Source: an optimization exercise on an open RTL-to-GDS flow (aim: small area and a short achievable clock period). Production flows keep margins and buffers that such runs may drop.
No activity file was given, so power comes from the tool's default toggle rates.

==> inputs of build 68 <==
Design bcd_adder100, start of the top module:
module bcd_adder100(
    input              clk,
    input      [399:0] a,
    input      [399:0] b,
    input              cin,
    output reg         cout,
    output reg [399:0] sum );
==> module bcd_fadd, before the edit <==
module bcd_fadd(
    input  [3:0] a,
    input  [3:0] b,
    output       g,
    output [3:0] l );
    wire       k = a[0] & b[0];
    wire [3:0] h;
    wire       c1, c2;
    assign h[0] = a[1] ^ b[1] ^ k;
    assign c1   = (a[1] & b[1]) | (a[1] & k) | (b[1] & k);
    assign h[1] = a[2] ^ b[2] ^ c1;
    assign c2   = (a[2] & b[2]) | (a[2] & c1) | (b[2] & c1);
    assign h[2] = a[3] ^ b[3] ^ c2;
    assign h[3] = (a[3] & b[3]) | (a[3] & c2) | (b[3] & c2);
    assign g = h[3] | (h[2] & (h[1] | h[0]));
    assign l[0] = a[0] ^ b[0];
    assign l[1] = g ? ~(h[0] ^ h[3]) : h[0];
    assign l[2] = g ? (h[3] | (h[1] & h[0])) & ~(h[3] & h[0]) : h[1];
    assign l[3] = g ? (h[3] & h[0]) : h[2];
endmodule
==> module bcd_finc, before the edit <==
module bcd_finc(
    input  [3:0] l,
    input        g,
    input        c,
    output       cout,
    output [3:0] sum );
    wire w = l[0] & c;
    assign cout   = g | (w & l[3]);                   
    assign sum[0] = l[0] ^ c;
    assign sum[1] = l[1] ^ (w & ~l[3]);
    assign sum[2] = l[2] ^ (w & l[1]);
    assign sum[3] = w ? (l[1] & l[2]) : l[3];
endmodule
export LEC_CHECK = 0
export CAP_MARGIN = 20
export CORE_AREA = 4 4 346 346
export DIE_AREA = 0 0 350 350
export SLEW_MARGIN = 20
create_clock -name core_clock -period 180.0 [get_ports {clk}]
standard.sh (not shown) runs the stock make flow with config.mk's settings and CLKGATE_MAP_FILE= SYNTH_SCRIPT=/design/flow/synth_recipe.tcl, a recipe that flattens the netlist after the stock synthesis.
==> flow/flow/run.sh <==
#!/bin/bash
set -euo pipefail
export BUFFER_PORTS_ARGS="-buffer_cell sky130_fd_sc_hd__buf_1"
bash standard.sh > standard.log 2>&1
==> build 58: changes against build 68 <==
--- a/flow/design.v
+++ b/flow/design.v
@@ -4,18 +4,13 @@
     output       g,
     output [3:0] l );
-    wire       k = a[0] & b[0];
-    wire [3:0] h;
-    wire       c1, c2;
-    assign h[0] = a[1] ^ b[1] ^ k;
+    wire k = a[0] & b[0];
+    wire c1, c2;
+    assign l[0] = a[0] ^ b[0];
+    assign l[1] = a[1] ^ b[1] ^ k;
     assign c1   = (a[1] & b[1]) | (a[1] & k) | (b[1] & k);
-    assign h[1] = a[2] ^ b[2] ^ c1;
+    assign l[2] = a[2] ^ b[2] ^ c1;
     assign c2   = (a[2] & b[2]) | (a[2] & c1) | (b[2] & c1);
-    assign h[2] = a[3] ^ b[3] ^ c2;
-    assign h[3] = (a[3] & b[3]) | (a[3] & c2) | (b[3] & c2);
-    assign g = h[3] | (h[2] & (h[1] | h[0]));
-    assign l[0] = a[0] ^ b[0];
-    assign l[1] = g ? ~(h[0] ^ h[3]) : h[0];
-    assign l[2] = g ? (h[3] | (h[1] & h[0])) & ~(h[3] & h[0]) : h[1];
-    assign l[3] = g ? (h[3] & h[0]) : h[2];
+    assign l[3] = a[3] | b[3] | c2;                        
+    assign g    = (a[3] & b[3]) | (a[3] & c2) | (b[3] & c2);  
 endmodule
 module bcd_finc(
@@ -25,10 +20,19 @@
     output       cout,
     output [3:0] sum );
+    wire [3:0] h = {g, l[3] & ~g, l[2:1]};
+    wire gen  = h[3] | (h[2] & (h[1] | h[0]));       
+    wire prop = (h[2] & ~h[1] & ~h[0]) & l[0];        
+    assign cout = gen | (c & prop);
     wire w = l[0] & c;
-    assign cout   = g | (w & l[3]);                   
     assign sum[0] = l[0] ^ c;
-    assign sum[1] = l[1] ^ (w & ~l[3]);
-    assign sum[2] = l[2] ^ (w & l[1]);
-    assign sum[3] = w ? (l[1] & l[2]) : l[3];
+    wire is4 = h[2] & ~h[1] & ~h[0];
+    wire is9 = h[3] & h[0];
+    wire [2:0] m;    
+    assign m[0] = h[0] ^ gen;
+    assign m[1] = h[1] ^ (~h[0] & (h[3] | (h[2] & h[1])));
+    assign m[2] = is4 | is9;
+    assign sum[1] = m[0] ^ (w & ~m[2]);
+    assign sum[2] = m[1] ^ (w & m[0]);
+    assign sum[3] = w ? (m[0] & m[1]) : m[2];
 endmodule
 module bcd_adder100_core(
==> flow/flow/run.sh (replaced) <==
#!/bin/bash
# The standard layout (standard.sh), with these changes:
#  - synthesis maps with an area-oriented ABC script (flow/abc_area.script)
#    and skips the early "abc -fast" of Yosys's synth (-noabc), so the full
#    and half adders are extracted from the design as written;
#  - every port is buffered with the smallest buffer, buf_1;
#  - the ports are placed digit by digit along the die (flow/io.tcl).
# The rest of ORFS's scripts is used unchanged, from a copy in this folder.
set -euo pipefail
rm -rf scripts_local
cp -r "$FLOW_HOME/scripts" scripts_local
cp flow/abc_area.script scripts_local/abc_speed.script
export SCRIPTS_DIR="$PWD/scripts_local"
export SYNTH_ARGS="-noabc"
export BUFFER_PORTS_ARGS="-buffer_cell sky130_fd_sc_hd__buf_1"
export IO_CONSTRAINTS="$PWD/flow/io.tcl"
bash standard.sh > standard.log 2>&1
==> flow/flow/abc_area.script (new file) <==
&get -n
&st
&dch
&nf -R 1000
&put
topo
stime -c
==> flow/flow/io.tcl (new file) <==
# Pin placement: digit i of a, b and sum gets the edge slice of the die
# above and below x = [M + i*DW, M + (i+1)*DW): a and two sum bits on the
# top edge, b and the other two sum bits on the bottom edge, so each
# digit's logic sits in one column and its port wires stay short.
set M 10.0
set W [expr {[lindex [ord::get_die_area] 2] - [lindex [ord::get_die_area] 0]}]
set DW [expr {($W - 2 * $M) / 100.0}]
for {set i 0} {$i < 100} {incr i} {
  set x0 [expr {$M + $i * $DW}]
  set x1 [expr {$x0 + $DW}]
  set top {}
  set bot {}
  for {set j 0} {$j < 4} {incr j} {
    set k [expr {4 * $i + $j}]
    lappend top "a\[$k\]"
    lappend bot "b\[$k\]"
  }
  lappend top "sum\[[expr {4 * $i}]\]" "sum\[[expr {4 * $i + 1}]\]"
  lappend bot "sum\[[expr {4 * $i + 2}]\]" "sum\[[expr {4 * $i + 3}]\]"
  set_io_pin_constraint -pin_names $top -region top:[format %.2f $x0]-[format %.2f $x1]
  set_io_pin_constraint -pin_names $bot -region bottom:[format %.2f $x0]-[format %.2f $x1]
}
set_io_pin_constraint -pin_names {cin} -region left:*
set_io_pin_constraint -pin_names {cout} -region right:*
set_io_pin_constraint -pin_names {clk} -region left:*
CORE_AREA = 4 4 756 126   (was 4 4 346 346)
CTS_BUF_LIST = sky130_fd_sc_hd__clkbuf_16   (was unset)
CTS_CLUSTER_DIAMETER = 80   (was unset)
CTS_CLUSTER_SIZE = 28   (was unset)
DIE_AREA = 0 0 760 130   (was 0 0 350 350)
==> run summary <==
Against build 58, the cell area of build 68 is larger by 25%.
Against build 68, the sequential share of layout area of build 58 is higher by 8.7 points.
In build 58 the hold slack is better than in build 68, by 36 ps.
Between build 58 and build 68, the lower critical path depth is in build 58 (gap 199).
In build 58 the core utilization is higher than in build 68, by 1.4 points.
==> figures <==
Run status: build 68 finished clean; build 58 finished clean
Diodes inserted: build 68 14; build 58 3
Via count: build 68 32124; build 58 25118
Internal power: build 68 0.000466 W; build 58 0.000341 W
Cell variety after synth: build 68 20; build 58 14
Post-synth design cell area: build 68 42200 um2; build 58 34400 um2
Power dissipated in combinational cells: build 68 0.000207 W; build 58 0.000152 W
# fillers: build 68 11237; build 58 8623
Top cell category: build 68 multi-input combinational cells; build 58 sequential cells
Die width: build 68 350 um; build 58 760 um
Critical path depth in cells: build 68 200; build 58 1
Worst-case setup slack after placement: build 68 136480 ps; build 58 142350 ps
No run of this note included a check of the RTL's function; only the layout flow was run.

[static timing again, ports no longer ideal]
Ports are ideal in the flow. The routed layouts listed here were re-timed in OpenROAD.
Step 1 sets driving cells, clkbuf_16 on the clock port and buf_2 on the other inputs (assumed; they add their load-dependent delay and slew).
Step 2 moves the port delays by t, midway between the first and last clock arrival at a register: inputs arrive t later, outputs are due t later. That takes back most of the time a late clock gives input paths.
Three values: no drivers, after step 1, after step 2; two values: the first two.
| run | shift t [ns] | setup WS [ns] | worst setup path after step 2 | clock arrival spread, ns |
|---|---|---|---|---|
| build 68 | 0.724 | 136.793 / 136.793 / 136.793 | register to register | 0.030 / 0.031 |
| build 58 | 0.734 | 142.750 / 142.656 / 142.365 | input to register | 0.035 / 0.036 |
After both steps every run listed still meets setup and hold. For build 58, which loses most, drivers alone change the setup slack by -0.094 ns; drivers and shift together by -0.385 ns.
